This design comes from an exercise in tuning for small area on the open sky130 flow, not from production work. In this exercise RTL edits were held to simulation tests only and were not proved equivalent to the original. No activity file was given, so power comes from the tool's default toggle rates.

==> design.v <==
module usb_top (gclk, reset_l, cs1_l, SYN_GEN_LD, CRC_16, TX_LOAD, TX_DATA,
                TX_LAST_BYTE, RX_LOAD, error_crc_rx, TX_READY_LD, T_lastbit,
                qualify_out, DATA, RX_READY_LD, RX_LAST_BYTE);
input        gclk;
input        reset_l;
input        cs1_l;
input        SYN_GEN_LD;
input        CRC_16;
input        TX_LOAD;
input  [7:0] TX_DATA;
input        TX_LAST_BYTE;
input        RX_LOAD;
output       error_crc_rx;
output       TX_READY_LD;
output       T_lastbit;
output [8:0] qualify_out;
output [7:0] DATA;
output       RX_READY_LD;
output       RX_LAST_BYTE;
reg        w1, w2, act2;           
reg  [7:0] sh1, sh2;
reg  [4:0] c1, c2;                 
reg        lbf, crcf;
reg  [3:0] crccnt;
reg  [4:0] pcc;
reg  [5:0] ds;                     
wire       halt = &ds;
wire       done1 = (c1 == 5'd8);
wire       done2 = (c2 == 5'd8);
wire       a1 = w1 & ~act2;
wire       a2 = w2 & act2;
wire       tcs = a1 | a2;
wire       tdo_bit = act2 ? sh2[0] : sh1[0];
wire       crc_done = CRC_16 ? (crccnt == 4'd14) : (crccnt == 4'd3);
assign     T_lastbit = lbf & ~(w1 | w2);
assign     TX_READY_LD = ~(w1 & w2) & ~halt;
wire       start = tcs | (CRC_16 & (T_lastbit | crcf)) | (&pcc);
always @(posedge gclk or negedge reset_l)
  if (!reset_l) begin
    w1 <= 1'b0; w2 <= 1'b0;
  end else if ((TX_LOAD | SYN_GEN_LD) & ~w1) w1 <= 1'b1;
  else if (TX_LOAD & ~w2) w2 <= 1'b1;
  else if (done1) w1 <= 1'b0;
  else if (done2) w2 <= 1'b0;
always @(posedge gclk or negedge reset_l)
  if (!reset_l) act2 <= 1'b0;
  else if (done2) act2 <= 1'b0;
  else if (done1) act2 <= 1'b1;
always @(posedge gclk or negedge reset_l)
  if (!reset_l) sh1[0] <= 1'b0;
  else if (~halt) begin
    if (SYN_GEN_LD) sh1[0] <= 1'b0;
    else if (TX_LOAD & ~w1) sh1[0] <= TX_DATA[0];
    else if (a1) sh1[0] <= sh1[1];
  end
always @(posedge gclk)
  if (~halt) begin
    if (SYN_GEN_LD) sh1[7:1] <= 7'h40;
    else if (TX_LOAD & ~w1) sh1[7:1] <= TX_DATA[7:1];
    else if (a1) sh1[7:1] <= {1'b0, sh1[7:2]};
  end
always @(posedge gclk or negedge reset_l)
  if (!reset_l) sh2 <= 8'h00;
  else if (~halt) begin
    if (TX_LOAD & ~w2 & w1) sh2 <= TX_DATA;
    else if (a2) sh2 <= {1'b0, sh2[7:1]};
  end
always @(negedge gclk or negedge reset_l)
  if (!reset_l) c1 <= 5'd0;
  else if (~halt) begin
    if (a1) c1 <= c1 + 5'd1;
    else if (done1) c1 <= 5'd0;
  end
always @(negedge gclk or negedge reset_l)
  if (!reset_l) c2 <= 5'd0;
  else if (~halt) begin
    if (a2) c2 <= c2 + 5'd1;
    else if (done2) c2 <= 5'd0;
  end
always @(posedge gclk or negedge reset_l)
  if (!reset_l) lbf <= 1'b0;
  else if (TX_LAST_BYTE) lbf <= 1'b1;
  else if (T_lastbit) lbf <= 1'b0;
always @(posedge gclk or negedge reset_l)
  if (!reset_l) crcf <= 1'b0;
  else if (T_lastbit) crcf <= 1'b1;
  else if (crc_done) crcf <= 1'b0;
always @(posedge gclk or negedge reset_l)
  if (!reset_l) crccnt <= 4'd0;
  else if (crc_done) crccnt <= 4'd0;
  else if (crcf) crccnt <= crccnt + 4'd1;
always @(posedge gclk or negedge reset_l)
  if (!reset_l) pcc <= 5'd0;
  else if (tcs & ~CRC_16 & ~halt) pcc <= pcc + 5'd1;
reg start_txd, tdv, tdo, vd;
always @(posedge gclk) begin
  if (~cs1_l | ~start) ds <= 6'd0;
  else ds <= {ds[4:0], tdo_bit & ~halt};
  start_txd <= cs1_l & start;
  tdv <= start_txd;
  if (~start_txd) tdo <= 1'b1;
  else if (~ds[0]) tdo <= ~tdo;
end
always @(posedge gclk or negedge reset_l)
  if (!reset_l) vd <= 1'b0;
  else vd <= tdv;
wire send_eop = vd & ~tdv;
wire rxd = tdo & ~send_eop;
localparam S_WAIT = 3'd0, S_PID = 3'd1, S_FRAME = 3'd2, S_DEV = 3'd3,
           S_DATA = 3'd4, S_EP = 3'd5, S_CRC5 = 3'd6, S_ERR = 3'd7;
reg  [7:0] in8;                    
reg  [7:0] sync_detect;
reg        eop;
reg  [2:0] state, next_state;
reg  [3:0] xc;                     
reg        js;                     
reg  [1:0] gg;                     
wire       pa = (state != S_WAIT);
wire       sync_found = ~pa & (sync_detect == 8'h54);
wire       kmode = (state == S_DEV) | (state == S_EP) | (state == S_FRAME);
wire       dc = kmode & ((in8[6:0] == 7'h00) | (in8[6:0] == 7'h7f));
wire       dec = (xc == 4'd8) & ~kmode;
wire       p_sof = (in8 == 8'h6c);
wire       p_ios = (in8 == 8'h4e) | (in8 == 8'h50) | (in8 == 8'h72);
wire       p_dat = (in8 == 8'h28) | (in8 == 8'h36);
wire       p_pre = (in8 == 8'h82);
wire       p_known = p_sof | p_ios | p_dat | p_pre | (in8 == 8'hd8) | (in8 == 8'hc6) | (in8 == 8'hfa);
wire       jfire = (xc == (4'd2 - {2'b00, gg}));
wire       rdv = pa & ~eop;
always @(posedge gclk) begin
  in8 <= {in8[6:0], rxd};
  eop <= send_eop;
end
always @(posedge gclk or negedge reset_l)
  if (!reset_l) sync_detect <= 8'hff;
  else if (~pa) sync_detect <= {sync_detect[6:0], rxd};
always @(*) begin
  next_state = state;
  case (state)
    S_WAIT:  if (sync_found) next_state = S_PID;
    S_PID:   if (eop) next_state = S_WAIT;
             else if (dec) begin
               if (p_pre) next_state = S_PID;
               else if (p_dat) next_state = S_DATA;
               else if (p_ios) next_state = S_DEV;
               else if (p_sof) next_state = S_FRAME;
               else if (~p_known) next_state = S_ERR;
             end
    S_DEV:   if (eop) next_state = S_WAIT; else if (xc == 4'd6) next_state = S_EP;
    S_EP:    if (eop) next_state = S_WAIT; else if (xc == 4'd10) next_state = S_CRC5;
    S_FRAME: if (eop) next_state = S_WAIT; else if ((xc == 4'd10) | jfire) next_state = S_CRC5;
    default: if (eop) next_state = S_WAIT;
  endcase
end
always @(posedge gclk or negedge reset_l)
  if (!reset_l) state <= S_WAIT;
  else state <= next_state;
always @(posedge gclk or negedge reset_l)
  if (!reset_l) xc <= 4'd0;
  else if (sync_found) xc <= 4'd1;
  else if (kmode) xc <= eop ? 4'd0 : (dc ? xc : xc + 4'd1);
  else if ((state == S_PID) & dec & ~eop & (p_sof | p_ios)) xc <= 4'd0;
  else if (xc != 4'd0) xc <= xc + 4'd1;
always @(posedge gclk) begin
  if (dec) js <= p_sof;
  if (sync_found)
    gg <= (dec & p_sof) ? 2'd0 : ((xc == 4'd9) & js) ? 2'd1 : ((xc == 4'd10) & js) ? 2'd2 : 2'd3;
end
reg  [2:0] sd1, sd2;
reg        v1, v2, en1, q0;
always @(posedge gclk) begin
  sd1 <= state; sd2 <= sd1;
  en1 <= eop; q0 <= en1;
end
always @(posedge gclk or negedge reset_l)
  if (!reset_l) begin v1 <= 1'b0; v2 <= 1'b0; end
  else begin v1 <= 1'b1; v2 <= v1; end
assign qualify_out[8] = v2 & (sd2 == S_WAIT);
assign qualify_out[7] = v2 & (sd2 == S_PID);
assign qualify_out[6] = v2 & (sd2 == S_DEV);
assign qualify_out[5] = v2 & (sd2 == S_EP);
assign qualify_out[4] = v2 & (sd2 == S_CRC5);
assign qualify_out[3] = v2 & (sd2 == S_FRAME);
assign qualify_out[2] = v2 & (sd2 == S_DATA);
assign qualify_out[1] = v2 & (sd2 == S_ERR);
assign qualify_out[0] = q0;
reg        rdv1, rdo, cs2;
reg  [6:0] dsu;
reg  [3:0] wc;                     
always @(posedge gclk) begin
  rdv1 <= rdv;
  rdo <= ~rdv | (in8[0] == in8[1]);
  cs2 <= rdv1;
  dsu <= rdv1 ? {dsu[5:0], rdo} : 7'd0;
  wc <= ~cs2 ? 4'd0 : (wc[3] ? wc : wc + 4'd1);
end
wire halt_rx = (dsu == 7'b1111110);
wire rdi = dsu[0];
wire cwe = cs2 & wc[3];
assign RX_LAST_BYTE = ~(cs2 & (wc != 4'd0));
reg  [4:0]  q5;
reg  [15:0] q16;
reg         err16;
wire        chk = qualify_out[0];
wire        si5 = (rdi ^ q5[4]) & cwe;
wire        si16 = (rdi ^ q16[15]) & cwe;
always @(posedge gclk or negedge reset_l)
  if (!reset_l) begin
    q5 <= 5'h1f; q16 <= 16'hffff; err16 <= 1'b0;
  end else begin
    if (~halt_rx) begin
      q5 <= {q5[3], q5[2], q5[1] ^ si5, q5[0], cwe ? si5 : 1'b1};
      q16 <= {q16[14] ^ si16, q16[13:2], q16[1] ^ si16, q16[0], cwe ? si16 : 1'b1};
    end
    if (chk & (q16 != 16'h800d)) err16 <= 1'b1;
  end
wire err5 = chk & (q5 != 5'b01100);
assign error_crc_rx = qualify_out[2] ? err16 : err5;
reg [7:0] rsh;
reg [3:0] rcnt;
reg [7:0] data_out;
reg       rdy;
always @(posedge gclk)
  if (~halt_rx & cs2) rsh <= {rdi, rsh[7:1]};
always @(negedge gclk)
  if (~halt_rx) begin
    if (~cs2) rcnt <= 4'hf;
    else if (rcnt == 4'd7) rcnt <= 4'd0;
    else rcnt <= rcnt + 4'd1;
  end
always @(negedge gclk or negedge reset_l)
  if (!reset_l) begin
    data_out <= 8'h00; rdy <= 1'b0;
  end else if (rcnt == 4'd7) begin
    data_out <= rsh; rdy <= 1'b1;
  end else if (RX_LOAD) rdy <= 1'b0;
assign DATA = data_out;
assign RX_READY_LD = rdy;
endmodule
==> run.sh <==
#!/bin/bash
# synth_recipe.tcl (not shown) runs the flow's synth.tcl, then flattens the netlist and writes it again
# the make line also repeats each setting of config.mk as NAME=value (left out here)
make -C /OpenROAD-flow-scripts/flow DESIGN_CONFIG=/design/flow/config.mk WORK_HOME=/design/flow/orfs CLKGATE_MAP_FILE= SYNTH_SCRIPT=/design/flow/synth_recipe.tcl finish
==> config.mk <==
export PLATFORM = sky130hd
export DESIGN_NAME = usb_top
export DESIGN_NICKNAME = usb_top
export VERILOG_FILES = /design/flow/design.v
export SDC_FILE = /design/flow/constraint.sdc
export NUM_CORES = 4
export LEC_CHECK = 0
export CAP_MARGIN = 20
export CORE_MARGIN = 2
export CORE_UTILIZATION = 40
export SLEW_MARGIN = 20
==> constraint.sdc <==
create_clock -name core_clock -period 6.0 [get_ports {gclk}]
set_input_delay 1.2000 -clock core_clock [delete_from_list [all_inputs] [get_ports {gclk}]]
set_output_delay 1.2000 -clock core_clock [all_outputs]
set_load 0.01 [all_outputs]
==> impl_metrics.json, run 1 <==
{
  "core-area_um2": 15310,
  "timing.final.max_slew_violations": 0,
  "die_width_um": 129.7,
  "finish.utilization_pct": 49.03,
  "worst-slew-pin-transition_ns": 0.8282,
  "setup.worst_path.start_class": "register",
  "worst_clock_skew_ns": 0.05692,
  "syn-instance-count": 623,
  "core.rowCount": 45,
  "count_of_vias_placed_by_the_detailed_router": 4381,
  "unrepaired_setup_endpoints_after_global_routing": "false",
  "timing.critical_path.buf_inv": 1,
  "cts_inserted_buffers": 17,
  "min_to": "sd2[0]",
  "ys_warn_count": 1,
  "ant_nets": 0,
  "wire_length_of_the_first_global_routing_pass_mm": 19.93,
  "preCtsSetupSlack_ns": 0.8627,
  "fp.dieArea_um2": 16830,
  "postCtsSetupBuffers": 0,
  "arrival_ns": 4.34,
  "grt_antenna_before_repair": 0,
  "fin_ws_ns": 0.4635,
  "drt-total-wl_mm": 11.29,
  "pin_count": 38,
  "final-hold-violation-count": 0,
  "criticalPathCategory": "reg2out",
  "ys_ff_latch": 144,
  "drc": 0,
  "hpwl_mm": 7.854,
  "synthArstFlopShare_pct": 56.94,
  "rr_startpoint": "c1[0]",
  "fraction_of_final_layout_cells_with_drive_strength_greater_than_1_pct": 12.26,
  "timing.reg2reg.setup_slack_ns": 1.16,
  "antenna_fix_cells": 0,
  "placement.io_buffers": 37,
  "irDropWorstVdd_uv": 255.9,
  "setup-tns-final_ns": 0,
  "syn_area_um2": 6322,
  "cts_tree": "done",
  "h-tree-depth": 4,
  "power.static_leakage_nw": 3.232,
  "cts_root_buf": "sky130_fd_sc_hd__clkbuf_16",
  "dr.first_iter.drc_count": 190,
  "synthToLayoutAreaGrowth_pct": 18.76,
  "mean_area_per_synthesized_cell_um2": 10.15,
  "crit_path_max_fanout": 2,
  "syn-num-nets": 657,
  "critPathCaptureType": "output pin",
  "timing.hold.worst.class": "reg2reg",
  "hp-start": "sd1[0]",
  "clock_edge_transition_at_the_registers_on_the_reported_setup_and_hold_paths_ns": 0.06,
  "postCtsHoldBufs": 0,
  "setup_violations": 0,
  "detail_route.vias_per_cell": 4.934,
  "globalRouteOverflowTotal": 0,
  "powerDensity_nw_per_um2": 522.8,
  "synth_enable_flop_cells": 22,
  "flip_flop_cell_with_the_highest_count_after_synthesis": "sky130_fd_sc_hd__dfxtp_1",
  "finalNetCount": 698,
  "status": "timing/DRC/antenna clean",
  "timing.critical_path.max_delay_family": "buffers and inverters",
  "clkLatencyLatePin_ns": 0.45,
  "route.detailed.wl_per_inst_um": 12.72,
  "cts_repair_resize_count": 0,
  "synth.distinct_cells": 65,
  "synth.yosys.seq_area_share_pct": 56.14,
  "slowest_stage": "sky130_fd_sc_hd__clkdlybuf4s50_1",
  "layout_commonest_cell": "sky130_fd_sc_hd__nand2_1",
  "critPathRequiredTime_ns": 4.80,
  "clock-sinks": 144,
  "max_slew_margin_pct": 44.04,
  "die_h_um": 129.7,
  "first_global_vias": 4363,
  "max_cap_violations": 0,
  "drt-pass1-iter-count": 4,
  "clockBufferDepth": 2,
  "grt_max_degree": 56,
  "most-common-layout-cells": "sky130_fd_sc_hd__nand2_1 (148), sky130_fd_sc_hd__dfxtp_1 (40), sky130_fd_sc_hd__nor2_1 (37), sky130_fd_sc_hd__clkdlybuf4s50_1 (36), sky130_fd_sc_hd__dfrtp_1 (34)",
  "crit_chain": "clkdlybuf4s50_1",
  "r2r_cell_count": 6,
  "overall_track_demand_over_capacity_in_global_routing_pct": 14.99,
  "initial_core_util_pct": 41.28,
  "cp_slowest_stage_delay_ns": 0.54,
  "timing.rr.end": "w2",
  "hold_path_depth": 0,
  "routabilityCongestion": 0.7964
}
-- per-stage QoR --
step | hold WS (ns) | instance area, um^2 | std cells | total power [mW]
6_report | 0.3266 | 7508 | 888 | 3.926
5_1_grt | 0.3303 | 7508 | 888 | 4.218
4_1_cts | 0.3298 | 7503 | 888 | 3.969
2_1_floorplan | 0.3096 | 6322 | 623 | 2.531
3_5_place_dp | 0.3157 | 6870 | 853 | 2.873
3_3_place_gp | 0.3156 | 6870 | 853 | 2.809
-- Yosys cell counts, types with 13 or more instances --
library cell               number  share of area, %
sky130_fd_sc_hd__nand2_1      148               8.8
sky130_fd_sc_hd__dfxtp_1       40                13
sky130_fd_sc_hd__nor2_1        37               2.2
sky130_fd_sc_hd__dfrtp_1       34                13
sky130_fd_sc_hd__dfstp_2       29                12
sky130_fd_sc_hd__o21ai_0       23               1.8
sky130_fd_sc_hd__edfxtp_1      22                10
sky130_fd_sc_hd__a21oi_1       20               1.6
sky130_fd_sc_hd__dfrtn_1       19               7.5
sky130_fd_sc_hd__inv_1         19               1.1
sky130_fd_sc_hd__ha_1          18               3.6
sky130_fd_sc_hd__and2_1        17               1.7
sky130_fd_sc_hd__xnor2_1       17               2.4
sky130_fd_sc_hd__clkbuf_1      16              0.95
sky130_fd_sc_hd__nor3_1        13               1.0
-- power breakdown --
part	leakage (nW)	internal, mW	switching (mW)	total [mW]
clock network	0.338	0.670	0.413	1.08
registers	1.50	1.42	0.348	1.77
logic	1.39	0.541	0.535	1.08
total	3.23	2.63	1.30	3.93
-- registers in the layout, indices dropped and copies added, names as in the netlist, 2 cells and up --
signal and cells:
q16 16, data_out 8, in8 8, rsh 8, sh1 8, sh2 8, sync_detect 8, dsu 7
ds 6, c1 5, c2 5, pcc 5, q5 5, crccnt 4, rcnt 4, wc 4
xc 4, sd1 3, sd2 3, state 3, gg 2
-- layout make-up --
type | instances | area [um^2]
fillers | 1403 | 7806
flip-flops and latches | 144 | 3550
multi-input cells | 435 | 2581
clock buffers | 24 | 569.3
repair buffers | 41 | 397.9
well taps | 211 | 264.0
inverters | 21 | 78.83
clock inverters | 12 | 67.56
-- per-layer routing --
metal  part of all wire [%]  global-route usage [%]  vias to the layer above
li1                       -                       -                     2213
met1                     48                   18.82                     2092
met2                     47                   24.11                       55
met3                    2.8                   3.977                       21
met4                    2.1                   7.274                        0
met5                      0                       0                        -
-- cell families (layout without fill, tap and decap cells) --
group	Yosys count	in the layout	share of synthesized area, %
flops	144	144	56.14
buf+inv	44	98	3.107
simple gates	293	293	22.58
fa+ha+maj	18	18	3.562
xor+xnor	21	21	2.909
mux	18	18	2.969
compound gates	84	84	8.668
other cells	1	1	0.05931
-- worst max path at each step --
stage	start	endpoint	slack, ns	cells after the start
6_report	data_out[4]	DATA[4]	0.46	1
5_1_grt	data_out[6]	DATA[6]	0.40	1
4_1_cts	data_out[3]	DATA[3]	0.44	1
3_5_place_dp	data_out[3]	DATA[3]	0.86	1
3_3_place_gp	rdy	RX_READY_LD	0.88	1
2_1_floorplan	rdy	RX_READY_LD	1.37	0
==> inputs of run 2 (changes only) <==
--- a/design.v
+++ b/design.v
@@ -32,7 +32,9 @@
 wire       tcs = a1 | a2;
 wire       tdo_bit = act2 ? sh2[0] : sh1[0];
 wire       crc_done = CRC_16 ? (crccnt == 4'd14) : (crccnt == 4'd3);
-assign     T_lastbit = lbf & ~(w1 | w2);
+wire       tl1 = lbf & ~(w1 | w2);
+reg        tl2;
+assign     T_lastbit = tl1 | tl2;
 assign     TX_READY_LD = ~(w1 & w2) & ~halt;
 wire       start = tcs | (CRC_16 & (T_lastbit | crcf)) | (&pcc);
 always @(posedge gclk or negedge reset_l)
@@ -77,6 +79,9 @@
     if (a2) c2 <= c2 + 5'd1;
     else if (done2) c2 <= 5'd0;
   end
+always @(negedge gclk or negedge reset_l)
+  if (!reset_l) tl2 <= 1'b0;
+  else tl2 <= tl1;
 always @(posedge gclk or negedge reset_l)
   if (!reset_l) lbf <= 1'b0;
   else if (TX_LAST_BYTE) lbf <= 1'b1;
@@ -108,32 +113,30 @@
 wire rxd = tdo & ~send_eop;
 localparam S_WAIT = 3'd0, S_PID = 3'd1, S_FRAME = 3'd2, S_DEV = 3'd3,
            S_DATA = 3'd4, S_EP = 3'd5, S_CRC5 = 3'd6, S_ERR = 3'd7;
-reg  [7:0] in8;                    
-reg  [7:0] sync_detect;
+reg  [9:0] in8;                    
+reg  [7:0] nsync;                  
 reg        eop;
 reg  [2:0] state, next_state;
 reg  [3:0] xc;                     
-reg        js;                     
-reg  [1:0] gg;                     
 wire       pa = (state != S_WAIT);
-wire       sync_found = ~pa & (sync_detect == 8'h54);
+wire       sync_found = ~pa & (nsync == 8'hab);
 wire       kmode = (state == S_DEV) | (state == S_EP) | (state == S_FRAME);
 wire       dc = kmode & ((in8[6:0] == 7'h00) | (in8[6:0] == 7'h7f));
 wire       dec = (xc == 4'd8) & ~kmode;
-wire       p_sof = (in8 == 8'h6c);
-wire       p_ios = (in8 == 8'h4e) | (in8 == 8'h50) | (in8 == 8'h72);
-wire       p_dat = (in8 == 8'h28) | (in8 == 8'h36);
-wire       p_pre = (in8 == 8'h82);
-wire       p_known = p_sof | p_ios | p_dat | p_pre | (in8 == 8'hd8) | (in8 == 8'hc6) | (in8 == 8'hfa);
-wire       jfire = (xc == (4'd2 - {2'b00, gg}));
+wire [7:0] pid = in8[7:0];
+wire       p_sof = (pid == 8'h6c);
+wire       p_ios = (pid == 8'h4e) | (pid == 8'h50) | (pid == 8'h72);
+wire       p_dat = (pid == 8'h28) | (pid == 8'h36);
+wire       p_pre = (pid == 8'h82);
+wire       p_known = p_sof | p_ios | p_dat | p_pre | (pid == 8'hd8) | (pid == 8'hc6) | (pid == 8'hfa);
 wire       rdv = pa & ~eop;
 always @(posedge gclk) begin
-  in8 <= {in8[6:0], rxd};
+  in8 <= {in8[8:0], rxd};
   eop <= send_eop;
 end
 always @(posedge gclk or negedge reset_l)
-  if (!reset_l) sync_detect <= 8'hff;
-  else if (~pa) sync_detect <= {sync_detect[6:0], rxd};
+  if (!reset_l) nsync <= 8'h00;
+  else if (~pa) nsync <= {nsync[6:0], ~rxd};
 always @(*) begin
   next_state = state;
   case (state)
@@ -148,7 +151,7 @@
              end
     S_DEV:   if (eop) next_state = S_WAIT; else if (xc == 4'd6) next_state = S_EP;
     S_EP:    if (eop) next_state = S_WAIT; else if (xc == 4'd10) next_state = S_CRC5;
-    S_FRAME: if (eop) next_state = S_WAIT; else if ((xc == 4'd10) | jfire) next_state = S_CRC5;
+    S_FRAME: if (eop) next_state = S_WAIT; else if (xc == 4'd10) next_state = S_CRC5;
     default: if (eop) next_state = S_WAIT;
   endcase
 end
@@ -161,11 +164,6 @@
   else if (kmode) xc <= eop ? 4'd0 : (dc ? xc : xc + 4'd1);
   else if ((state == S_PID) & dec & ~eop & (p_sof | p_ios)) xc <= 4'd0;
   else if (xc != 4'd0) xc <= xc + 4'd1;
-always @(posedge gclk) begin
-  if (dec) js <= p_sof;
-  if (sync_found)
-    gg <= (dec & p_sof) ? 2'd0 : ((xc == 4'd9) & js) ? 2'd1 : ((xc == 4'd10) & js) ? 2'd2 : 2'd3;
-end
 reg  [2:0] sd1, sd2;
 reg        v1, v2, en1, q0;
 always @(posedge gclk) begin
@@ -184,37 +182,35 @@
 assign qualify_out[2] = v2 & (sd2 == S_DATA);
 assign qualify_out[1] = v2 & (sd2 == S_ERR);
 assign qualify_out[0] = q0;
-reg        rdv1, rdo, cs2;
-reg  [6:0] dsu;
+reg        rdv1, cs2;
 reg  [3:0] wc;                     
 always @(posedge gclk) begin
   rdv1 <= rdv;
-  rdo <= ~rdv | (in8[0] == in8[1]);
   cs2 <= rdv1;
-  dsu <= rdv1 ? {dsu[5:0], rdo} : 7'd0;
   wc <= ~cs2 ? 4'd0 : (wc[3] ? wc : wc + 4'd1);
 end
-wire halt_rx = (dsu == 7'b1111110);
-wire rdi = dsu[0];
+wire halt_rx = cs2 & (wc[3] | (wc[2] & wc[1])) & (in8[2] != in8[3]) &
+               (in8[9:3] == 7'h00 | in8[9:3] == 7'h7f);
+wire rdi = (in8[2] == in8[3]);
 wire cwe = cs2 & wc[3];
 assign RX_LAST_BYTE = ~(cs2 & (wc != 4'd0));
-reg  [4:0]  q5;
-reg  [15:0] q16;
+reg  [4:0]  n5;
+reg  [15:0] n16;
 reg         err16;
 wire        chk = qualify_out[0];
-wire        si5 = (rdi ^ q5[4]) & cwe;
-wire        si16 = (rdi ^ q16[15]) & cwe;
+wire        si5 = ~(rdi ^ n5[4]) & cwe;
+wire        si16 = ~(rdi ^ n16[15]) & cwe;
 always @(posedge gclk or negedge reset_l)
   if (!reset_l) begin
-    q5 <= 5'h1f; q16 <= 16'hffff; err16 <= 1'b0;
+    n5 <= 5'h00; n16 <= 16'h0000; err16 <= 1'b0;
   end else begin
     if (~halt_rx) begin
-      q5 <= {q5[3], q5[2], q5[1] ^ si5, q5[0], cwe ? si5 : 1'b1};
-      q16 <= {q16[14] ^ si16, q16[13:2], q16[1] ^ si16, q16[0], cwe ? si16 : 1'b1};
+      n5 <= {n5[3], n5[2], n5[1] ^ si5, n5[0], cwe & ~si5};
+      n16 <= {n16[14] ^ si16, n16[13:2], n16[1] ^ si16, n16[0], cwe & ~si16};
     end
-    if (chk & (q16 != 16'h800d)) err16 <= 1'b1;
-  end
-wire err5 = chk & (q5 != 5'b01100);
+    if (chk & (n16 != 16'h7ff2)) err16 <= 1'b1;
+  end
+wire err5 = chk & (n5 != 5'b10011);
 assign error_crc_rx = qualify_out[2] ? err16 : err5;
 reg [7:0] rsh;
 reg [3:0] rcnt;
--- a/config.mk
+++ b/config.mk
@@ -5,6 +5,7 @@
 export SDC_FILE = /design/flow/constraint.sdc
 export NUM_CORES = 4
 export LEC_CHECK = 0
+export ABC_AREA = 1
 export CAP_MARGIN = 20
 export CORE_MARGIN = 2
 export CORE_UTILIZATION = 40
==> impl_metrics.json, run 2 <==
{
  "die_h_um": 127.3,
  "rr_startpoint": "in8[3]",
  "wire_length_of_the_first_global_routing_pass_mm": 19.71,
  "total_power_mw": 3.710,
  "routabilityCongestion": 0.8406,
  "finish.utilization_pct": 48.00,
  "setup.worst_path.start_class": "register",
  "slowest_stage": "sky130_fd_sc_hd__clkdlybuf4s50_1",
  "die_width_um": 127.3,
  "initial_core_util_pct": 40.44,
  "cts_repair_resize_count": 0,
  "critPathRequiredTime_ns": 4.80,
  "max_slew_margin_pct": 48.80,
  "layout_commonest_cell": "sky130_fd_sc_hd__nand2_1",
  "switchingPower_mw": 1.295,
  "most-common-layout-cells": "sky130_fd_sc_hd__nand2_1 (159), sky130_fd_sc_hd__inv_1 (81), sky130_fd_sc_hd__nor2_1 (73), sky130_fd_sc_hd__dfrtp_1 (63), sky130_fd_sc_hd__clkdlybuf4s50_1 (36)",
  "powerDensity_nw_per_um2": 514.2,
  "p_seq_share_pct": 42.2,
  "worst-slew-pin-transition_ns": 0.7680,
  "grt_max_degree": 48,
  "ys_ff_latch": 136,
  "clockBufferDepth": 2,
  "mean_area_per_synthesized_cell_um2": 9.020,
  "cts_inserted_buffers": 17,
  "place.detailed.instances": 891,
  "crit_path_max_fanout": 4,
  "max_cap_violations": 0,
  "synthArstFlopShare_pct": 61.03,
  "criticalPathCategory": "reg2out",
  "preCtsSetupSlack_ns": 0.6864,
  "min_to": "cs2",
  "ys_warn_count": 1,
  "timing.rr.end": "rcnt[3]",
  "ant_nets": 0,
  "fin_ws_ns": 0.2894,
  "r2r_cell_count": 5,
  "syn_area_um2": 6080,
  "route.detailed.wl_per_inst_um": 12.10,
  "syn-num-nets": 707,
  "postCtsSetupBuffers": 0,
  "hpwl_mm": 7.983,
  "syn-instance-count": 674,
  "setup_violations": 0,
  "overall_track_demand_over_capacity_in_global_routing_pct": 15.03,
  "synth_common_cells": "sky130_fd_sc_hd__nand2_1 (159), sky130_fd_sc_hd__inv_1 (78), sky130_fd_sc_hd__nor2_1 (73)",
  "detail_route.vias_per_cell": 4.850,
  "fp.dieArea_um2": 16200,
  "pin_count": 38,
  "synth_top_area_share_pct": 25.93,
  "placement.io_buffers": 37,
  "hold_path_depth": 0,
  "cts_root_buf": "sky130_fd_sc_hd__clkbuf_16",
  "synthToLayoutAreaGrowth_pct": 18.69,
  "fraction_of_final_layout_cells_with_drive_strength_greater_than_1_pct": 10.98,
  "synth.yosys.seq_area_share_pct": 54.74,
  "switching_share_pct": 34.90,
  "clock_edge_transition_at_the_registers_on_the_reported_setup_and_hold_paths_ns": 0.05,
  "power_frac_clock_pct": 28.5,
  "layout.cells.non_filler": 926,
  "finalNetCount": 758,
  "postCtsHoldBufs": 0,
  "synth_area_leader_cell": "sky130_fd_sc_hd__dfrtp_1",
  "cts_tree": "done",
  "core.rowCount": 45,
  "critPathCaptureType": "output pin",
  "synth.distinct_cells": 47,
  "worst_clock_skew_ns": 0.04605,
  "cp_slowest_stage_delay_ns": 0.49,
  "ys_top_cells_by_area": "sky130_fd_sc_hd__dfrtp_1 (26%), sky130_fd_sc_hd__dfxtp_1 (11%), sky130_fd_sc_hd__nand2_1 (9.8%)",
  "timing.final.max_slew_violations": 0,
  "irDropWorstVdd_uv": 201.5,
  "flip_flop_cell_with_the_highest_count_after_synthesis": "sky130_fd_sc_hd__dfrtp_1",
  "core-area_um2": 15030,
  "count_of_vias_placed_by_the_detailed_router": 4491,
  "drt-pass1-iter-count": 7,
  "drc": 0,
  "timing.reg2reg.setup_slack_ns": 1.18,
  "first_global_vias": 4456,
  "antenna_fix_cells": 0,
  "design_area_um2": 7216,
  "crit_chain": "or2_2, clkdlybuf4s50_1",
  "clkLatencyLatePin_ns": 0.44,
  "unrepaired_setup_endpoints_after_global_routing": "false",
  "synth_enable_flop_cells": 19,
  "globalRouteOverflowTotal": 0,
  "status": "timing/DRC/antenna clean",
  "timing.hold.worst.class": "reg2reg",
  "regMostFlops": "n16",
  "drt-total-wl_mm": 11.21,
  "p_comb_share_pct": 29.3,
  "clock-sinks": 136,
  "final-hold-violation-count": 0,
  "biggest_registers_after_layout": "n16: 16 flops, in8: 10 flops",
  "setup-tns-final_ns": 0,
  "dr.first_iter.drc_count": 288,
  "largest_register_ff_count": 16,
  "holdWs_ns": 0.3246,
  "h-tree-depth": 4,
  "arrival_ns": 4.51,
  "internal-power_mw": 2.415,
  "hp-start": "rdv1",
  "grt_antenna_before_repair": 0,
  "power.static_leakage_nw": 3.268,
  "placedInstanceArea_um2": 6606,
  "yosysMostFrequentCell": "sky130_fd_sc_hd__nand2_1"
}
run 2: cell count changes after synthesis, sizes merged, moves of 11 or more:
cell	previous run	this run
nand2	148	165
nand4	6	17
inv	20	83
dfrtp	34	63
nand3	9	31
dfstp	29	0
o21ai	23	48
mux2i	12	0
nand2b	11	0
nor2	37	83
and2	17	0
clkbuf	16	2
xnor2	17	4
run 2: kinds of logic after synthesis:
kind of cell,after synthesis,share of synthesized area [%]
simple gates,320,22.95
compound gates,88,9.426
fa+ha+maj,17,3.499
other cells,1,0.06168
flops,136,54.74
xor+xnor,14,2.017
mux,2,0.4939
buf+inv,96,6.812
run 2: worst max path at each step:
stage / startpoint / endpoint / slack, ns / depth (start not counted)
after global routing: tl2 / T_lastbit / 0.23 / 2
after CTS: tl2 / T_lastbit / 0.27 / 2
after detailed placement: tl2 / T_lastbit / 0.69 / 2
after floorplan: tl2 / T_lastbit / 1.17 / 1
after global placement: tl2 / T_lastbit / 0.69 / 2
final: tl2 / T_lastbit / 0.29 / 2
run 2: cell type report:
cell class                      count  area, um^2
Inverter                           85       319.1
Multi-Input combinational cell    442        2337
Clock buffer                       21       450.4
Timing Repair Buffer               39       382.9
Clock inverter                     15       162.7
Fill cell                        1386        7818
Tap cell                          188       235.2
Sequential cell                   136        3328
run 2: worst max-delay path, delay by kind of cell (launching register included):
kind	cells	cell delay, ns
buffers and inverters	1	0.49
flip-flops	1	0.31
AND/OR/NAND/NOR	1	0.32
run 2: power by group through the flow:
stage	Combinational, mW	Sequential, mW	Clock [mW]
after detailed placement	1.09	1.58	0.00511
after global placement	1.05	1.56	0.00511
final	1.09	1.57	1.06
after global routing	1.26	1.61	1.12
after CTS	1.10	1.56	1.08
after floorplan	0.809	1.51	0.00511
run 2: routing by layer:
layer / vias to the layer above / part of all wire, % / GRT usage (%)
met3: 23 / 4.1 / 4.271
met5: - / 0 / 0
met2: 86 / 47 / 24.50
met1: 2093 / 47 / 19.02
li1: 2289 / - / -
met4: 0 / 1.7 / 5.818
==> inputs of run 3 (changes only) <==
--- a/config.mk
+++ b/config.mk
@@ -5,7 +5,6 @@
 export SDC_FILE = /design/flow/constraint.sdc
 export NUM_CORES = 4
 export LEC_CHECK = 0
-export ABC_AREA = 1
 export CAP_MARGIN = 20
 export CORE_MARGIN = 2
 export CORE_UTILIZATION = 40
==> impl_metrics.json, run 3 <==
{
  "timing.rr.end": "c1[0]",
  "route.detailed.wl_per_inst_um": 13.64,
  "grt_antenna_before_repair": 0,
  "timing.reg2reg.setup_slack_ns": 1.34,
  "fraction_of_final_layout_cells_with_drive_strength_greater_than_1_pct": 13.17,
  "placedInstanceArea_um2": 6543,
  "status": "timing/DRC/antenna clean",
  "biggest_registers_after_layout": "n16: 16 flops, in8: 10 flops",
  "routabilityCongestion": 0.7973,
  "synthArstFlopShare_pct": 61.03,
  "hpwl_mm": 7.205,
  "drt-pass1-iter-count": 4,
  "grt_max_degree": 46,
  "worst_clock_skew_ns": 0.05284,
  "synth.mux.area_fraction_pct": 7.636,
  "placement.io_buffers": 37,
  "cts_root_buf": "sky130_fd_sc_hd__clkbuf_16",
  "critPathCaptureType": "output pin",
  "holdWs_ns": 0.3267,
  "total_power_mw": 3.699,
  "synthXorXnorAreaFrac_pct": 2.615,
  "flip_flop_cell_with_the_highest_count_after_synthesis": "sky130_fd_sc_hd__dfrtp_1",
  "antenna_fix_cells": 0,
  "synthToLayoutAreaGrowth_pct": 18.80,
  "ys_top_cells_by_area": "sky130_fd_sc_hd__dfrtp_1 (26%), sky130_fd_sc_hd__dfxtp_1 (11%), sky130_fd_sc_hd__edfxtp_1 (9.5%)",
  "postCtsHoldBufs": 0,
  "layout.filler_cells": 1345,
  "synth.distinct_cells": 67,
  "design_area_um2": 7163,
  "critPathRequiredTime_ns": 4.80,
  "unrepaired_setup_endpoints_after_global_routing": "false",
  "rr_startpoint": "ds[0]",
  "timing.final.max_slew_violations": 0,
  "initial_core_util_pct": 41.17,
  "setup.worst_path.start_class": "register",
  "die_h_um": 126.8,
  "count_of_vias_placed_by_the_detailed_router": 4022,
  "switchingPower_mw": 1.231,
  "p_comb_share_pct": 27.1,
  "timing.hold.worst.class": "reg2reg",
  "timing.critical_path.max_delay_family": "buffers and inverters",
  "finalNetCount": 620,
  "ys_ff_latch": 136,
  "syn-instance-count": 545,
  "arrival_ns": 4.44,
  "synth_top_family_by_area": "simple AND/OR/NAND/NOR gates",
  "path_depth": 3,
  "timing.critical_path.buf_inv": 2,
  "max_cap_violations": 0,
  "regMostFlops": "n16",
  "fp.dieArea_um2": 16070,
  "synth_top_area_share_pct": 26.15,
  "power.static_leakage_nw": 3.097,
  "wire_length_of_the_first_global_routing_pass_mm": 18.95,
  "max_slew_margin_pct": 53.71,
  "area_share_of_fa_ha_maj_cells_after_synthesis_pct": 3.528,
  "final-hold-violation-count": 0,
  "crit_chain": "nor2_1, inv_1, clkdlybuf4s50_1",
  "cts_repair_resize_count": 0,
  "core.rowCount": 44,
  "setup-tns-final_ns": 0,
  "clock_edge_transition_at_the_registers_on_the_reported_setup_and_hold_paths_ns": 0.06,
  "cts_inserted_buffers": 17,
  "synth_enable_flop_cells": 19,
  "largest_register_ff_count": 16,
  "synth_area_leader_cell": "sky130_fd_sc_hd__dfrtp_1",
  "globalRouteOverflowTotal": 0,
  "critical_path.startpoint": "tl2",
  "dr.first_iter.drc_count": 194,
  "switching_share_pct": 33.29,
  "cp_slowest_stage_delay_ns": 0.47,
  "drt-total-wl_mm": 10.69,
  "slowest_stage": "sky130_fd_sc_hd__clkdlybuf4s50_1",
  "overall_track_demand_over_capacity_in_global_routing_pct": 14.77,
  "synth_common_cells": "sky130_fd_sc_hd__nand2_1 (75), sky130_fd_sc_hd__dfrtp_1 (63), sky130_fd_sc_hd__nor2_1 (39)",
  "cts_tree": "done",
  "postCtsSetupBuffers": 0,
  "ys_warn_count": 1,
  "detail_route.vias_per_cell": 5.130,
  "h-tree-depth": 4,
  "clock-sinks": 136,
  "finish.utilization_pct": 48.91,
  "crit_path_max_fanout": 4,
  "internal-power_mw": 2.467,
  "drc": 0,
  "irDropWorstVdd_uv": 213.2,
  "synth_compound_area_share_pct": 8.653,
  "synth.yosys.seq_area_share_pct": 55.20,
  "clockBufferDepth": 2,
  "syn_area_um2": 6030,
  "ant_nets": 0,
  "first_global_vias": 4029,
  "die_width_um": 126.8,
  "most-common-layout-cells": "sky130_fd_sc_hd__nand2_1 (75), sky130_fd_sc_hd__dfrtp_1 (63), sky130_fd_sc_hd__nor2_1 (39), sky130_fd_sc_hd__clkdlybuf4s50_1 (36), sky130_fd_sc_hd__dfxtp_1 (34)",
  "power_frac_clock_pct": 29.1,
  "mean_area_per_synthesized_cell_um2": 11.06,
  "clkLatencyLatePin_ns": 0.44,
  "core-area_um2": 14640,
  "powerDensity_nw_per_um2": 516.3,
  "layout_commonest_cell": "sky130_fd_sc_hd__nand2_1",
  "p_seq_share_pct": 43.8,
  "pin_count": 38,
  "syn-num-nets": 578,
  "criticalPathCategory": "reg2out",
  "worst-slew-pin-transition_ns": 0.6850,
  "r2r_cell_count": 4,
  "post_synth_and_or_nand_nor_area_fraction_pct": 19.15,
  "yosysMostFrequentCell": "sky130_fd_sc_hd__nand2_1",
  "setup_violations": 0,
  "worstSetupEndpoint": "T_lastbit"
}
[run 3: cell types whose count changed in the layout (fill, tap and decap cells not counted), sizes merged, moves of 11 or more]
cell    before  now
nand3       31   12
nor2        83   39
xnor2        4   15
inv         86   32
o21ai       48   22
mux2         2   29
nand2b       0   11
nand2      165   75
[run 3: how the worst min path moves through the flow]
stage / from / to / slack (ns) / depth (start not counted)
finish: sd1[2] / sd2[2] / 0.33 / 0
detailed placement: sd1[2] / sd2[2] / 0.31 / 0
CTS: sd1[2] / sd2[2] / 0.33 / 0
global placement: en1 / q0 / 0.31 / 0
floorplan: rdv1 / cs2 / 0.31 / 0
global route: sd1[0] / sd2[0] / 0.33 / 0
[run 3: logic make-up (layout without fill, tap and decap cells)]
group                      count (synthesis)  count (layout)
muxes                                     39              39
and+or+nand+nor                          217             217
other                                      1               1
buffers and inverters                     42              97
DFF                                      136             136
adders and majority gates                 17              17
xor gates and xnor gates                  18              18
AOI/OAI and AO/OA                         75              75
[run 3: stage by stage]
step,cells,setup WS [ns]
2_1_floorplan,545,1.238
3_3_place_gp,749,0.7731
3_5_place_dp,749,0.7676
4_1_cts,784,0.3339
5_1_grt,784,0.2397
6_report,784,0.3608
[run 3: layout make-up]
cell class	count	area (um^2)	area share, %
clock buffer	18	450.4	6.288
sequential	136	3328	46.46
clock inverter	18	173.9	2.428
inverter	21	78.83	1.100
multi-input combinational	367	2511	35.06
tap	184	230.2	3.214
timing repair buffer	40	390.4	5.450
[run 3: per-layer routing]
metal,routed length [um],track usage [%]
met2,5135,23.97
met3,375,4.386
met4,135,5.559
met1,5047,18.74
met5,0,0
[run 3: power groups by stage]
stage | clock, mW | sequential, mW | combinational (mW)
6_report | 1.08 | 1.62 | 1.00
5_1_grt | 1.15 | 1.68 | 1.14
4_1_cts | 1.11 | 1.62 | 1.02
3_5_place_dp | 0.00511 | 1.63 | 1.01
3_3_place_gp | 0.00511 | 1.62 | 0.984
2_1_floorplan | 0.00511 | 1.52 | 0.817
==> inputs of run 4 (changes only) <==
--- a/design.v
+++ b/design.v
@@ -129,7 +129,6 @@
 wire       p_dat = (pid == 8'h28) | (pid == 8'h36);
 wire       p_pre = (pid == 8'h82);
 wire       p_known = p_sof | p_ios | p_dat | p_pre | (pid == 8'hd8) | (pid == 8'hc6) | (pid == 8'hfa);
-wire       rdv = pa & ~eop;
 always @(posedge gclk) begin
   in8 <= {in8[8:0], rxd};
   eop <= send_eop;
@@ -174,19 +173,17 @@
   if (!reset_l) begin v1 <= 1'b0; v2 <= 1'b0; end
   else begin v1 <= 1'b1; v2 <= v1; end
 assign qualify_out[8] = v2 & (sd2 == S_WAIT);
-assign qualify_out[7] = v2 & (sd2 == S_PID);
-assign qualify_out[6] = v2 & (sd2 == S_DEV);
-assign qualify_out[5] = v2 & (sd2 == S_EP);
-assign qualify_out[4] = v2 & (sd2 == S_CRC5);
-assign qualify_out[3] = v2 & (sd2 == S_FRAME);
-assign qualify_out[2] = v2 & (sd2 == S_DATA);
-assign qualify_out[1] = v2 & (sd2 == S_ERR);
+assign qualify_out[7] = (sd2 == S_PID);
+assign qualify_out[6] = (sd2 == S_DEV);
+assign qualify_out[5] = (sd2 == S_EP);
+assign qualify_out[4] = (sd2 == S_CRC5);
+assign qualify_out[3] = (sd2 == S_FRAME);
+assign qualify_out[2] = (sd2 == S_DATA);
+assign qualify_out[1] = (sd2 == S_ERR);
 assign qualify_out[0] = q0;
-reg        rdv1, cs2;
+wire       cs2 = (sd2 != S_WAIT) & ~q0;
 reg  [3:0] wc;                     
 always @(posedge gclk) begin
-  rdv1 <= rdv;
-  cs2 <= rdv1;
   wc <= ~cs2 ? 4'd0 : (wc[3] ? wc : wc + 4'd1);
 end
 wire halt_rx = cs2 & (wc[3] | (wc[2] & wc[1])) & (in8[2] != in8[3]) &
--- a/config.mk
+++ b/config.mk
@@ -8,4 +8,6 @@
 export CAP_MARGIN = 20
 export CORE_MARGIN = 2
 export CORE_UTILIZATION = 40
+export CTS_CLUSTER_DIAMETER = 500
+export CTS_CLUSTER_SIZE = 100
 export SLEW_MARGIN = 20
==> impl_metrics.json, run 4 <==
{
  "status": "timing/DRC/antenna clean",
  "layout_commonest_cell": "sky130_fd_sc_hd__nand2_1",
  "final-hold-violation-count": 0,
  "powerDensity_nw_per_um2": 522.4,
  "max_cap_violations": 0,
  "finalNetCount": 612,
  "synth_compound_area_share_pct": 8.605,
  "synthArstFlopShare_pct": 61.94,
  "critPathRequiredTime_ns": 4.80,
  "criticalPathCategory": "reg2out",
  "max_slew_margin_pct": 49.03,
  "ys_warn_count": 1,
  "routabilityCongestion": 0.7555,
  "setup.worst_path.start_class": "register",
  "design_area_um2": 7020,
  "cts_repair_resize_count": 0,
  "finish.utilization_pct": 48.30,
  "count_of_vias_placed_by_the_detailed_router": 3963,
  "cts_root_buf": "sky130_fd_sc_hd__clkbuf_16",
  "clock-sinks": 134,
  "grt_antenna_before_repair": 0,
  "worst-slew-pin-transition_ns": 0.7543,
  "most-common-layout-cells": "sky130_fd_sc_hd__nand2_1 (74), sky130_fd_sc_hd__dfrtp_1 (63), sky130_fd_sc_hd__clkdlybuf4s50_1 (36), sky130_fd_sc_hd__nor2_1 (32), sky130_fd_sc_hd__dfxtp_1 (32)",
  "holdWs_ns": 0.3236,
  "die_width_um": 125.9,
  "postCtsHoldBufs": 0,
  "hpwl_mm": 7.217,
  "fraction_of_final_layout_cells_with_drive_strength_greater_than_1_pct": 12.67,
  "timing.final.max_slew_violations": 0,
  "worst_clock_skew_ns": 0.04887,
  "fp.dieArea_um2": 15860,
  "synth_area_leader_cell": "sky130_fd_sc_hd__dfrtp_1",
  "largest_register_ff_count": 16,
  "initial_core_util_pct": 40.92,
  "arrival_ns": 4.47,
  "ant_nets": 0,
  "hold_path_depth": 0,
  "flip_flop_cell_with_the_highest_count_after_synthesis": "sky130_fd_sc_hd__dfrtp_1",
  "wire_length_of_the_first_global_routing_pass_mm": 18.33,
  "hp-start": "sd1[0]",
  "clkLatencyLatePin_ns": 0.44,
  "setup_violations": 0,
  "synth.mux.area_fraction_pct": 8.689,
  "crit_path_max_fanout": 4,
  "placedInstanceArea_um2": 6477,
  "setup-tns-final_ns": 0,
  "syn-instance-count": 534,
  "core.rowCount": 44,
  "postCtsSetupBuffers": 0,
  "cts_tree": "done",
  "grt_max_degree": 52,
  "critPathCaptureType": "output pin",
  "syn_area_um2": 5947,
  "timing.reg2reg.setup_slack_ns": 1.10,
  "synth_enable_flop_cells": 19,
  "mean_area_per_synthesized_cell_um2": 11.14,
  "antenna_fix_cells": 0,
  "h-tree-depth": 4,
  "r2r_cell_count": 6,
  "globalRouteOverflowTotal": 0,
  "area_share_of_fa_ha_maj_cells_after_synthesis_pct": 3.577,
  "drt-pass1-iter-count": 4,
  "first_global_vias": 3966,
  "timing.hold.worst.class": "reg2reg",
  "ys_top_cells_by_area": "sky130_fd_sc_hd__dfrtp_1 (27%), sky130_fd_sc_hd__dfxtp_1 (11%), sky130_fd_sc_hd__edfxtp_1 (9.6%)",
  "clock_edge_transition_at_the_registers_on_the_reported_setup_and_hold_paths_ns": 0.05,
  "area.sequential_um2": 3288,
  "route.detailed.wl_per_inst_um": 13.66,
  "yosysMostFrequentCell": "sky130_fd_sc_hd__nand2_1",
  "synthToLayoutAreaGrowth_pct": 18.05,
  "synthXorXnorAreaFrac_pct": 2.651,
  "detail_route.vias_per_cell": 5.107,
  "min_to": "sd2[0]",
  "overall_track_demand_over_capacity_in_global_routing_pct": 14.16,
  "total_power_mw": 3.667,
  "clockBufferDepth": 2,
  "synth_top_family_by_area": "simple AND/OR/NAND/NOR gates",
  "core-area_um2": 14530,
  "pin_count": 38,
  "synth.distinct_cells": 64,
  "syn-num-nets": 567,
  "unrepaired_setup_endpoints_after_global_routing": "false",
  "ys_ff_latch": 134,
  "die_h_um": 125.9,
  "dr.first_iter.drc_count": 195,
  "power.static_leakage_nw": 3.110,
  "regMostFlops": "n16",
  "synth.yosys.seq_area_share_pct": 55.29,
  "placement.io_buffers": 37,
  "layout.filler_cells": 1333,
  "cts_inserted_buffers": 17,
  "synth_top_area_share_pct": 26.51,
  "rr_startpoint": "c2[0]",
  "timing.rr.end": "w2",
  "multiInputGateArea_um2": 2482,
  "synth_common_cells": "sky130_fd_sc_hd__nand2_1 (74), sky130_fd_sc_hd__dfrtp_1 (63), sky130_fd_sc_hd__dfxtp_1 (32), sky130_fd_sc_hd__nor2_1 (32), sky130_fd_sc_hd__o21ai_0 (21)",
  "biggest_registers_after_layout": "n16: 16 flops, in8: 10 flops",
  "post_synth_and_or_nand_nor_area_fraction_pct": 18.16,
  "irDropWorstVdd_uv": 215.5,
  "drc": 0,
  "drt-total-wl_mm": 10.60
}
[run 4: cell families (layout without fill, tap and decap cells)]
logic type               Yosys count  count (layout)
AND/OR/NAND/NOR                  204             204
flip-flops                       134             134
AO/OA/AOI/OAI                     78              78
multiplexers                      43              43
buffers and inverters             39              97
XOR/XNOR                          18              18
adder cells (fa/ha/maj)           17              17
other                              1               1
[run 4: worst max-delay path by stage]
stage                      endpoint  startpoint  slack, ns
after floorplan             rcnt[0]      in8[3]       1.20
after global placement    T_lastbit         tl2       0.76
after detailed placement  T_lastbit         tl2       0.72
after CTS                 T_lastbit         tl2       0.29
after global routing      T_lastbit         tl2       0.24
final                     T_lastbit         tl2       0.33
[run 4: cell type report]
| class | instances | share of cell area [%] |
|---|---|---|
| clock buffer | 20 | 6.523 |
| tap | 184 | 3.279 |
| inverter | 20 | 1.069 |
| sequential | 134 | 46.84 |
| clock inverter | 16 | 1.265 |
| timing repair buffer | 41 | 5.667 |
| multi-input combinational | 361 | 35.36 |
[run 4: stage by stage]
stage,std cells,worst slack (ns)
finish,776,0.3303
global route,776,0.2431
CTS,776,0.2919
detailed placement,741,0.7184
global placement,741,0.7617
floorplan,534,1.203
[run 4: critical path, cell delays in order, from the launching register on]
cell	delay [ns]
sky130_fd_sc_hd__dfrtn_1	0.33
sky130_fd_sc_hd__nor2_1	0.22
sky130_fd_sc_hd__inv_1	0.06
sky130_fd_sc_hd__clkdlybuf4s50_1	0.47
[run 4: metal layers]
| layer | vias to the layer above | global-route usage (%) | wire length (um) |
|---|---|---|---|
| met1 | 1914 | 18.15 | 5151 |
| li1 | 1978 | - | - |
| met5 | - | 0 | 0 |
| met2 | 61 | 22.77 | 4907 |
| met4 | 0 | 5.430 | 127 |
| met3 | 10 | 4.121 | 416 |
[run 4: power by group]
| part | leakage, nW | internal (mW) | switching [mW] |
|---|---|---|---|
| registers | 1.51 | 1.31 | 0.332 |
| clock network | 0.296 | 0.553 | 0.389 |
| logic | 1.31 | 0.556 | 0.529 |
| total | 3.11 | 2.42 | 1.25 |
==> inputs of run 5 (changes only) <==
--- a/config.mk
+++ b/config.mk
@@ -8,6 +8,4 @@
 export CAP_MARGIN = 20
 export CORE_MARGIN = 2
 export CORE_UTILIZATION = 40
-export CTS_CLUSTER_DIAMETER = 500
-export CTS_CLUSTER_SIZE = 100
 export SLEW_MARGIN = 20
==> impl_metrics.json, run 5 <==
{
  "ys_top_cells_by_area": "sky130_fd_sc_hd__dfrtp_1 (27%), sky130_fd_sc_hd__dfxtp_1 (11%), sky130_fd_sc_hd__edfxtp_1 (9.6%)",
  "finish.utilization_pct": 48.30,
  "placedInstanceArea_um2": 6477,
  "design_area_um2": 7020,
  "slowest_stage": "sky130_fd_sc_hd__clkdlybuf4s50_1",
  "h-tree-depth": 4,
  "die_h_um": 125.9,
  "placement.io_buffers": 37,
  "timing.critical_path.buf_inv": 2,
  "layout_commonest_cell": "sky130_fd_sc_hd__nand2_1",
  "finalNetCount": 612,
  "max_cap_violations": 0,
  "clkLatencyLatePin_ns": 0.44,
  "syn-num-nets": 567,
  "yosysMostFrequentCell": "sky130_fd_sc_hd__nand2_1",
  "synth_top_area_share_pct": 26.51,
  "core-area_um2": 14530,
  "hpwl_mm": 7.217,
  "drt-pass1-iter-count": 4,
  "synth_area_leader_cell": "sky130_fd_sc_hd__dfrtp_1",
  "detail_route.vias_per_cell": 5.107,
  "setup_violations": 0,
  "synthArstFlopShare_pct": 61.94,
  "fraction_of_final_layout_cells_with_drive_strength_greater_than_1_pct": 12.67,
  "cts_inserted_buffers": 17,
  "powerDensity_nw_per_um2": 522.4,
  "biggest_registers_after_layout": "n16: 16 flops, in8: 10 flops",
  "crit_path_max_fanout": 4,
  "synth_enable_flop_cells": 19,
  "core.rowCount": 44,
  "ant_nets": 0,
  "route.detailed.wl_per_inst_um": 13.66,
  "fin_ws_ns": 0.3303,
  "ys_warn_count": 1,
  "timing.critical_path.max_delay_family": "buffers and inverters",
  "synth.yosys.seq_area_share_pct": 55.29,
  "syn_area_um2": 5947,
  "synth.distinct_cells": 64,
  "antenna_fix_cells": 0,
  "layout.cells.non_filler": 776,
  "setup.worst_path.start_class": "register",
  "cts_root_buf": "sky130_fd_sc_hd__clkbuf_16",
  "drt-total-wl_mm": 10.60,
  "pin_count": 38,
  "multiInputGateArea_um2": 2482,
  "mean_area_per_synthesized_cell_um2": 11.14,
  "clock_edge_transition_at_the_registers_on_the_reported_setup_and_hold_paths_ns": 0.05,
  "critPathRequiredTime_ns": 4.80,
  "initial_core_util_pct": 40.92,
  "syn-instance-count": 534,
  "timing.final.max_slew_violations": 0,
  "unrepaired_setup_endpoints_after_global_routing": "false",
  "overall_track_demand_over_capacity_in_global_routing_pct": 14.16,
  "criticalPathCategory": "reg2out",
  "grt_max_degree": 52,
  "synthToLayoutAreaGrowth_pct": 18.05,
  "arrival_ns": 4.47,
  "critPathCaptureType": "output pin",
  "preCtsSetupSlack_ns": 0.7184,
  "crit_chain": "nor2_1, inv_1, clkdlybuf4s50_1",
  "holdWs_ns": 0.3236,
  "dr.first_iter.drc_count": 195,
  "routabilityCongestion": 0.7555,
  "count_of_vias_placed_by_the_detailed_router": 3963,
  "ys_ff_latch": 134,
  "clockBufferDepth": 2,
  "place.detailed.instances": 741,
  "total_power_mw": 3.667,
  "die_width_um": 125.9,
  "timing.hold.worst.class": "reg2reg",
  "power.static_leakage_nw": 3.110,
  "worst-slew-pin-transition_ns": 0.7543,
  "irDropWorstVdd_uv": 215.5,
  "area.sequential_um2": 3288,
  "layout.filler_cells": 1333,
  "most-common-layout-cells": "sky130_fd_sc_hd__nand2_1 (74), sky130_fd_sc_hd__dfrtp_1 (63), sky130_fd_sc_hd__clkdlybuf4s50_1 (36), sky130_fd_sc_hd__nor2_1 (32), sky130_fd_sc_hd__dfxtp_1 (32)",
  "postCtsSetupBuffers": 0,
  "worst_clock_skew_ns": 0.04887,
  "clock-sinks": 134,
  "regMostFlops": "n16",
  "first_global_vias": 3966,
  "synth_common_cells": "sky130_fd_sc_hd__nand2_1 (74), sky130_fd_sc_hd__dfrtp_1 (63), sky130_fd_sc_hd__dfxtp_1 (32), sky130_fd_sc_hd__nor2_1 (32), sky130_fd_sc_hd__o21ai_0 (21)",
  "cp_slowest_stage_delay_ns": 0.47,
  "cts_tree": "done",
  "drc": 0,
  "postCtsHoldBufs": 0,
  "grt_antenna_before_repair": 0,
  "final-hold-violation-count": 0,
  "fp.dieArea_um2": 15860,
  "largest_register_ff_count": 16,
  "flip_flop_cell_with_the_highest_count_after_synthesis": "sky130_fd_sc_hd__dfrtp_1",
  "wire_length_of_the_first_global_routing_pass_mm": 18.33,
  "status": "timing/DRC/antenna clean",
  "cts_repair_resize_count": 0,
  "globalRouteOverflowTotal": 0,
  "setup-tns-final_ns": 0,
  "max_slew_margin_pct": 49.03
}
-- run 5: cell counts in the layout (fill, tap and decap cells not counted) --
Identical to the previous run, type by type.
-- run 5: cell families (layout without fill, tap and decap cells) --
family                   Yosys count  after routing  synth area share [%]
AO/OA/AOI/OAI                     78             78                 8.605
AND/OR/NAND/NOR                  204            204                 18.16
multiplexers                      43             43                 8.689
flip-flops                       134            134                 55.29
XOR/XNOR                          18             18                 2.651
other                              1              1               0.06306
buffers and inverters             39             97                 2.966
adder cells (fa/ha/maj)           17             17                 3.577
-- run 5: layer usage --
metal  vias up  routed length, um  global-route usage (%)
met5         -                  0                       0
met4         0                127                   5.430
met3        10                416                   4.121
met2        61               4907                   22.77
met1      1914               5151                   18.15
li1       1978                  -                       -
-- run 5: power breakdown --
group          internal [mW]  switching [mW]  leakage (nW)
logic                  0.556           0.529          1.31
clock network          0.553           0.389         0.296
registers               1.31           0.332          1.51
-- run 5: worst paths after layout --
check | start | to | slack [ns] | cells after the start
worst max-delay path | tl2 | T_lastbit | 0.33 | 3
worst min-delay path | sd1[0] | sd2[0] | 0.32 | 0
worst max register to register | c2[0] | w2 | 1.10 | 6
worst min register to register | sd1[0] | sd2[0] | 0.32 | 0
max in group asynchronous | reset_l | c1[3] | 1.80 | 1
min in group asynchronous | reset_l | n16[9] | 0.83 | 1
-- run 5: final cells by class --
type,count,share of cell area (%)
tap,184,3.279
timing repair buffer,41,5.667
clock buffer,20,6.523
inverter,20,1.069
sequential,134,46.84
multi-input combinational,361,35.36
clock inverter,16,1.265
==> inputs of run 6 (changes only) <==
==> flow/run.sh (new file) <==
#!/bin/bash
# Standard synthesis and layout, with two changes after synthesis:
# port buffers use the smallest buffer cell, and clock tree synthesis
# inserts no dummy loads.
set -euo pipefail
bash standard.sh synth > synth.log 2>&1
export BUFFER_PORTS_ARGS="-buffer_cell sky130_fd_sc_hd__buf_1"
export CTS_ARGS="-sink_clustering_enable -repair_clock_nets -dont_use_dummy_load"
bash standard.sh finish > layout.log 2>&1
==> standard.sh (new file) <==
#!/bin/bash
# synth_recipe.tcl (not shown) runs the flow's synth.tcl, then flattens the netlist and writes it again
# the make line also repeats each setting of config.mk as NAME=value (left out here)
make -C /OpenROAD-flow-scripts/flow DESIGN_CONFIG=/design/flow/config.mk WORK_HOME=/design/flow/orfs CLKGATE_MAP_FILE= SYNTH_SCRIPT=/design/flow/synth_recipe.tcl "${@:-finish}"
removed: run.sh
==> impl_metrics.json, run 6 <==
{
  "setup_violations": 0,
  "postCtsSetupBuffers": 0,
  "placement.io_buffers": 37,
  "worst_clock_skew_ns": 0.04882,
  "finalNetCount": 612,
  "setup-tns-final_ns": 0,
  "r2r_cell_count": 6,
  "grt_antenna_before_repair": 0,
  "timing.hold.worst.class": "reg2reg",
  "hpwl_mm": 7.366,
  "criticalPathCategory": "reg2out",
  "syn-instance-count": 534,
  "routabilityCongestion": 0.8222,
  "arrival_ns": 4.13,
  "biggest_registers_after_layout": "n16: 16 flops, in8: 10 flops",
  "syn_area_um2": 5947,
  "regMostFlops": "n16",
  "synth_area_leader_cell": "sky130_fd_sc_hd__dfrtp_1",
  "unrepaired_setup_endpoints_after_global_routing": "false",
  "drt-pass1-iter-count": 4,
  "max_cap_violations": 0,
  "cts_inserted_buffers": 17,
  "core.rowCount": 44,
  "flip_flop_cell_with_the_highest_count_after_synthesis": "sky130_fd_sc_hd__dfrtp_1",
  "clockBufferDepth": 2,
  "status": "timing/DRC/antenna clean",
  "count_of_vias_placed_by_the_detailed_router": 3909,
  "h-tree-depth": 4,
  "globalRouteOverflowTotal": 0,
  "clock_edge_transition_at_the_registers_on_the_reported_setup_and_hold_paths_ns": 0.05,
  "dr.first_iter.drc_count": 241,
  "initial_core_util_pct": 40.92,
  "overall_track_demand_over_capacity_in_global_routing_pct": 14.30,
  "fp.dieArea_um2": 15860,
  "power.static_leakage_nw": 2.953,
  "synth.yosys.seq_area_share_pct": 55.29,
  "crit_chain": "nor2_1, inv_1, buf_1",
  "timing.rr.end": "rcnt[1]",
  "timing.final.max_slew_violations": 0,
  "yosysMostFrequentCell": "sky130_fd_sc_hd__nand2_1",
  "detail_route.vias_per_cell": 5.137,
  "ant_nets": 0,
  "critPathCaptureType": "output pin",
  "timing.reg2reg.setup_slack_ns": 1.05,
  "timing.critical_path.buf_inv": 2,
  "first_global_vias": 4015,
  "clock-sinks": 134,
  "fraction_of_final_layout_cells_with_drive_strength_greater_than_1_pct": 10.75,
  "synthArstFlopShare_pct": 61.94,
  "route.detailed.wl_per_inst_um": 13.99,
  "drc": 0,
  "drt-total-wl_mm": 10.65,
  "die_h_um": 125.9,
  "cts_tree": "done",
  "largest_register_ff_count": 16,
  "cts_root_buf": "sky130_fd_sc_hd__clkbuf_16",
  "critical_path.startpoint": "tl2",
  "ys_top_cells_by_area": "sky130_fd_sc_hd__dfrtp_1 (27%), sky130_fd_sc_hd__dfxtp_1 (11%), sky130_fd_sc_hd__edfxtp_1 (9.6%)",
  "antenna_fix_cells": 0,
  "path_depth": 3,
  "worstSetupEndpoint": "T_lastbit",
  "synth_enable_flop_cells": 19,
  "cts_repair_resize_count": 0,
  "ys_warn_count": 1,
  "wire_length_of_the_first_global_routing_pass_mm": 18.53,
  "synthToLayoutAreaGrowth_pct": 12.48,
  "syn-num-nets": 567,
  "timing.critical_path.max_delay_family": "flip-flops",
  "pin_count": 38,
  "max_slew_margin_pct": 48.48,
  "finish.utilization_pct": 46.02,
  "postCtsHoldBufs": 0,
  "clkLatencyLatePin_ns": 0.43,
  "setup.worst_path.start_class": "register",
  "total_power_mw": 3.461,
  "synth_top_area_share_pct": 26.51,
  "rr_startpoint": "in8[3]",
  "most-common-layout-cells": "sky130_fd_sc_hd__nand2_1 (74), sky130_fd_sc_hd__dfrtp_1 (63), sky130_fd_sc_hd__buf_1 (36), sky130_fd_sc_hd__nor2_1 (32), sky130_fd_sc_hd__dfxtp_1 (32)",
  "powerDensity_nw_per_um2": 517.4,
  "critPathRequiredTime_ns": 4.80,
  "die_width_um": 125.9,
  "grt_max_degree": 45,
  "irDropWorstVdd_uv": 216.0,
  "cp_slowest_stage_delay_ns": 0.32,
  "ys_ff_latch": 134,
  "slowest_stage": "sky130_fd_sc_hd__dfrtn_1",
  "synth_common_cells": "sky130_fd_sc_hd__nand2_1 (74), sky130_fd_sc_hd__dfrtp_1 (63), sky130_fd_sc_hd__dfxtp_1 (32), sky130_fd_sc_hd__nor2_1 (32), sky130_fd_sc_hd__o21ai_0 (21)",
  "layout_commonest_cell": "sky130_fd_sc_hd__nand2_1",
  "worst-slew-pin-transition_ns": 0.7625,
  "crit_path_max_fanout": 4,
  "synth.distinct_cells": 64,
  "core-area_um2": 14530,
  "final-hold-violation-count": 0,
  "mean_area_per_synthesized_cell_um2": 11.14
}
## run 6: changes by cell type in the layout (fill, tap and decap cells not counted), sizes merged
cell / before / now
clkinv: 8 / 1
buf: 5 / 40
clkbuf: 20 / 18
inv: 28 / 23
clkdlybuf4s50: 36 / 0
## run 6: kinds of logic (layout without fill, tap and decap cells)
logic type | Yosys count | in the layout | share of synthesized area [%]
flops | 134 | 134 | 55.29
fa+ha+maj | 17 | 17 | 3.577
simple gates | 204 | 204 | 18.16
xor+xnor | 18 | 18 | 2.651
other cells | 1 | 1 | 0.06306
mux | 43 | 43 | 8.689
compound gates | 78 | 78 | 8.605
buf+inv | 39 | 82 | 2.966
## run 6: power by group
group	switching, mW	total, mW	internal [mW]	leakage, nW
combinational	0.537	1.01	0.472	1.22
clock	0.323	0.815	0.492	0.231
sequential	0.327	1.64	1.31	1.51
## run 6: layout make-up
| cell class | count | area (um^2) |
|---|---|---|
| clock buffer | 17 | 425.4 |
| clock inverter | 4 | 15.01 |
| fill | 1390 | 7845 |
| inverter | 20 | 75.07 |
| multi-input combinational | 361 | 2482 |
| sequential | 134 | 3288 |
| tap | 184 | 230.2 |
| timing repair buffer | 41 | 172.7 |
## run 6: routing by layer
metal / GRT usage [%] / share of wire, % / vias to the layer above
li1: - / - / 1956
met5: 0 / 0 / -
met1: 18.34 / 49 / 1889
met3: 3.696 / 2.8 / 13
met4: 5.430 / 1.6 / 0
met2: 23.34 / 47 / 51
## run 6: worst min-delay path by stage
stage,from,to,slack (ns),cells after the start
4_1_cts,sd1[2],sd2[2],0.32,0
2_1_floorplan,en1,q0,0.31,0
5_1_grt,en1,q0,0.33,0
3_5_place_dp,sd1[2],sd2[2],0.31,0
6_report,sd1[1],sd2[1],0.32,0
3_3_place_gp,en1,q0,0.31,0
## run 6: per-stage QoR
| stage | hold WS (ns) | std cells | cell area, um^2 | setup WS (ns) |
|---|---|---|---|---|
| 3_3_place_gp | 0.3111 | 741 | 6252 | 1.100 |
| 2_1_floorplan | 0.3096 | 534 | 5947 | 1.203 |
| 3_5_place_dp | 0.3121 | 741 | 6252 | 1.019 |
| 6_report | 0.3231 | 761 | 6689 | 0.6736 |
| 4_1_cts | 0.3237 | 761 | 6689 | 0.6498 |
| 5_1_grt | 0.3280 | 761 | 6689 | 0.6018 |
